Source: an optimization exercise on an open RTL-to-GDS flow (aim: small area, a short achievable clock period and few clock cycles per item). Production flows keep margins and buffers that such runs may drop. Function was checked by simulation only, so behaviour that the tests miss may differ from the original.

Setup of v6:
## systolic_array
module systolic_array #(
    parameter DATAWIDTH = 16,
    parameter N_SIZE = 4
) (
    input clk, rst_n,
    input valid_in,
    input [N_SIZE*DATAWIDTH-1:0] matrix_a_in,  
    input [N_SIZE*DATAWIDTH-1:0] matrix_b_in,  
    output reg valid_out,
    output [N_SIZE*DATAWIDTH*2-1:0] matrix_out  
);
Size in the first run: about 4,100 cells after synthesis, ~260 I/O pins, roughly 50,000 sq um of cells after synthesis.
Settings: LEC_CHECK=0, CAP_MARGIN=20, CORE_MARGIN=2, CORE_UTILIZATION=40, SLEW_MARGIN=20; clock period 10.0 ns.
standard.sh (not shown) runs the stock make flow with config.mk's settings and CLKGATE_MAP_FILE= SYNTH_SCRIPT=/design/flow/synth_recipe.tcl, a recipe that flattens the netlist after the stock synthesis.
==> flow/flow/run.sh <==
#!/bin/bash
# Layout flow: the standard ORFS flow (standard.sh) with three changes:
#  - after the standard synthesis, flow/fixpol.py removes most of the inverters that
#    Yosys' full-adder extraction leaves between full adders (each full adder may be used
#    in its inverted form, since FA(~a,~b,~c) = ~FA(a,b,c)); registers are not touched;
#  - the repair steps aim for a larger setup slack margin, so that the paths end well
#    below the 10 ns clock period; the SDC and the period are the standard flow's own;
#  - port buffers are buf_2, and the clock tree uses larger sink clusters.
set -euo pipefail
R=orfs/results/sky130hd/systolic_array/base
ARGS="TNS_END_PERCENT=40 SETUP_SLACK_MARGIN=6.7 CORE_UTILIZATION=65 CTS_CLUSTER_SIZE=30 CTS_CLUSTER_DIAMETER=60"
bash standard.sh synth > standard_synth.log 2>&1
cp $R/1_2_yosys.v $R/1_2_yosys.standard.v
python3 flow/fixpol.py $R/1_2_yosys.standard.v $R/1_2_yosys.v > fixpol.log 2>&1
bash standard.sh $ARGS BUFFER_PORTS_ARGS='-buffer_cell sky130_fd_sc_hd__buf_2' finish > standard_flow.log 2>&1
Other scripts of this flow, unchanged in this note and not shown: flow/flow/fixpol.py
Testbench counts of v6, summed over its fixed seeds: cycles 14,592, matrices 768.
The inputs of v7 differ from those of v6 as listed below.
--- a/flow/flow/run.sh
+++ b/flow/flow/run.sh
@@ -10,3 +10,3 @@
 R=orfs/results/sky130hd/systolic_array/base
-ARGS="TNS_END_PERCENT=40 SETUP_SLACK_MARGIN=6.7 CORE_UTILIZATION=65 CTS_CLUSTER_SIZE=30 CTS_CLUSTER_DIAMETER=60"
+ARGS="SETUP_SLACK_MARGIN=6.7 CORE_UTILIZATION=65 CTS_CLUSTER_SIZE=30 CTS_CLUSTER_DIAMETER=70"
 bash standard.sh synth > standard_synth.log 2>&1
==> comparison <==
The number of cell instances on the worst register-to-register path number comes out lower for v6 vs v7. Count of clock-buffer cells in the layout shrinks by more than 10% when moving from v6 to v7. Going from v6 to v7, final critical-path setup slack picked up an extra 0.11 ns; footprint of the flip-flops and latches level; total routing usage reported by global routing -0.24 points; post-route standard cell area excluding fillers fell about 1.4%.

Starting RTL as in the previous note.
==> flow/config.mk <==
export PLATFORM = sky130hd
export DESIGN_NAME = systolic_array
export DESIGN_NICKNAME = systolic_array
export VERILOG_FILES = /design/flow/design.v
export SDC_FILE = /design/flow/constraint.sdc
export NUM_CORES = 8
export LEC_CHECK = 0
export CAP_MARGIN = 20
export CORE_MARGIN = 2
export CORE_UTILIZATION = 40
export SLEW_MARGIN = 20
==> flow/constraint.sdc <==
create_clock -name core_clock -period 10.0 [get_ports {clk}]
set_input_delay 2.0000 -clock core_clock [delete_from_list [all_inputs] [get_ports {clk}]]
set_output_delay 2.0000 -clock core_clock [all_outputs]
set_load 0.01 [all_outputs]
==> flow/flow/run.sh <==
#!/bin/bash
# Layout flow: the standard ORFS flow (standard.sh) with three changes:
#  - after the standard synthesis, flow/fixpol.py removes most of the inverters that
#    Yosys' full-adder extraction leaves between full adders (each full adder may be used
#    in its inverted form, since FA(~a,~b,~c) = ~FA(a,b,c)); registers are not touched;
#  - the repair steps aim for a larger setup slack margin, so that the paths end well
#    below the 10 ns clock period; the SDC and the period are the standard flow's own;
#  - port buffers are buf_2, and the clock tree uses larger sink clusters.
set -euo pipefail
R=orfs/results/sky130hd/systolic_array/base
ARGS="GPL_ROUTABILITY_DRIVEN=0 SETUP_SLACK_MARGIN=6.7 CORE_UTILIZATION=65 CTS_CLUSTER_SIZE=30 CTS_CLUSTER_DIAMETER=60"
bash standard.sh synth > standard_synth.log 2>&1
cp $R/1_2_yosys.v $R/1_2_yosys.standard.v
python3 flow/fixpol.py $R/1_2_yosys.standard.v $R/1_2_yosys.v > fixpol.log 2>&1
bash standard.sh $ARGS BUFFER_PORTS_ARGS='-buffer_cell sky130_fd_sc_hd__buf_2' finish > standard_flow.log 2>&1
Other scripts of this flow, unchanged in this note and not shown: flow/flow/fixpol.py
The baseline finished with timing, DRC and antenna clean.
Testbench counts at the start, summed over its fixed seeds: cycles 14,592, matrices 768.
Then changed:
--- a/flow/flow/run.sh
+++ b/flow/flow/run.sh
@@ -10,3 +10,3 @@
 R=orfs/results/sky130hd/systolic_array/base
-ARGS="GPL_ROUTABILITY_DRIVEN=0 SETUP_SLACK_MARGIN=6.7 CORE_UTILIZATION=65 CTS_CLUSTER_SIZE=30 CTS_CLUSTER_DIAMETER=60"
+ARGS="SLEW_MARGIN=70 SETUP_SLACK_MARGIN=6.6 CORE_UTILIZATION=65 CTS_CLUSTER_SIZE=30 CTS_CLUSTER_DIAMETER=60"
 bash standard.sh synth > standard_synth.log 2>&1
Outcome: The changed run finished with timing, DRC and antenna clean. First-iteration DRC count drops by about a fifth. Non-clock buffer count drops by 19. Routed wire length drops by a few percent. Clock-buffer cell count drops by 8. Worst hold slack barely changes. Synthesized area does not change.
Then changed:
--- a/flow/flow/run.sh
+++ b/flow/flow/run.sh
@@ -10,3 +10,3 @@
 R=orfs/results/sky130hd/systolic_array/base
-ARGS="SLEW_MARGIN=70 SETUP_SLACK_MARGIN=6.6 CORE_UTILIZATION=65 CTS_CLUSTER_SIZE=30 CTS_CLUSTER_DIAMETER=60"
+ARGS="SETUP_SLACK_MARGIN=6.7 CORE_UTILIZATION=65 CTS_CLUSTER_SIZE=40 CTS_CLUSTER_DIAMETER=40"
 bash standard.sh synth > standard_synth.log 2>&1
=> Cell count is higher by a few percent. Clock skew is higher by 0.040 ns.
Then changed:
--- a/flow/flow/run.sh
+++ b/flow/flow/run.sh
@@ -10,3 +10,3 @@
 R=orfs/results/sky130hd/systolic_array/base
-ARGS="SETUP_SLACK_MARGIN=6.7 CORE_UTILIZATION=65 CTS_CLUSTER_SIZE=40 CTS_CLUSTER_DIAMETER=40"
+ARGS="TNS_END_PERCENT=10 SETUP_SLACK_MARGIN=6.7 CORE_UTILIZATION=65 CTS_CLUSTER_SIZE=30 CTS_CLUSTER_DIAMETER=60"
 bash standard.sh synth > standard_synth.log 2>&1
Worst hold slack got worse by 0.0073 ns.
Maximum frequency is about the same.
Then changed:
--- a/flow/flow/run.sh
+++ b/flow/flow/run.sh
@@ -10,3 +10,3 @@
 R=orfs/results/sky130hd/systolic_array/base
-ARGS="TNS_END_PERCENT=10 SETUP_SLACK_MARGIN=6.7 CORE_UTILIZATION=65 CTS_CLUSTER_SIZE=30 CTS_CLUSTER_DIAMETER=60"
+ARGS="SETUP_SLACK_MARGIN=6.6 CORE_UTILIZATION=75 CTS_CLUSTER_SIZE=30 CTS_CLUSTER_DIAMETER=60"
 bash standard.sh synth > standard_synth.log 2>&1
Outcome: The changed run completed without violations; cell count fell by 3.3%; hold slack gains 0.0078 ns; via count rose by 3.9%; area after synthesis stays the same; final area fell by 0.68%; synthesized cell count stays the same.
Then changed:
--- a/flow/flow/run.sh
+++ b/flow/flow/run.sh
@@ -10,3 +10,3 @@
 R=orfs/results/sky130hd/systolic_array/base
-ARGS="SETUP_SLACK_MARGIN=6.6 CORE_UTILIZATION=75 CTS_CLUSTER_SIZE=30 CTS_CLUSTER_DIAMETER=60"
+ARGS="SETUP_SLACK_MARGIN=6.7 CORE_UTILIZATION=65 CTS_CLUSTER_SIZE=30 CTS_CLUSTER_DIAMETER=60"
 bash standard.sh synth > standard_synth.log 2>&1
After rerunning:
- core utilization drops by 9.2 points
- worst setup slack improved by 0.20 ns
- die area climbs by about 15%
- synthesized cell count does not change
- cell count climbs by about 4.4%
- hold slack got worse by 0.0058 ns

afterwards: timing with drivers on the ports:
Ports are ideal in the flow. The routed layouts listed here were re-timed in OpenROAD. Step 1 assumes that a clkbuf_16 drives the clock port and a buf_2 every other input. Step 2 moves the port delays by t, midway between the first and last clock arrival at a register: inputs arrive t later, outputs are due t later. That takes back most of the time a late clock gives input paths. Three values: ideal, step 1, step 2; two values: the first two.
| run | shift t [ns] | slack for setup (ns) | latest minus earliest clock arrival (ns) |
|---|---|---|---|
| v6 | 0.756 | 6.522 / 6.522 / 6.522 | 0.051 / 0.051 |
| v7 | 0.726 | 6.634 / 6.634 / 6.634 | 0.037 / 0.037 |
| the first run of note 2 | 0.722 | 6.696 / 6.696 / 6.696 | 0.069 / 0.069 |
| the second run of note 2 | 0.764 | 6.641 / 6.641 / 6.641 | 0.030 / 0.030 |
| the third run of note 2 | 0.762 | 6.598 / 6.598 / 6.598 | 0.069 / 0.069 |
| the fourth run of note 2 | 0.715 | 6.601 / 6.601 / 6.601 | 0.053 / 0.054 |
| the fifth run of note 2 | 0.732 | 6.499 / 6.499 / 6.499 | 0.041 / 0.041 |
| the sixth run of note 2 | 0.722 | 6.696 / 6.696 / 6.696 | 0.069 / 0.069 |
After both steps setup and hold are still met in every run listed.
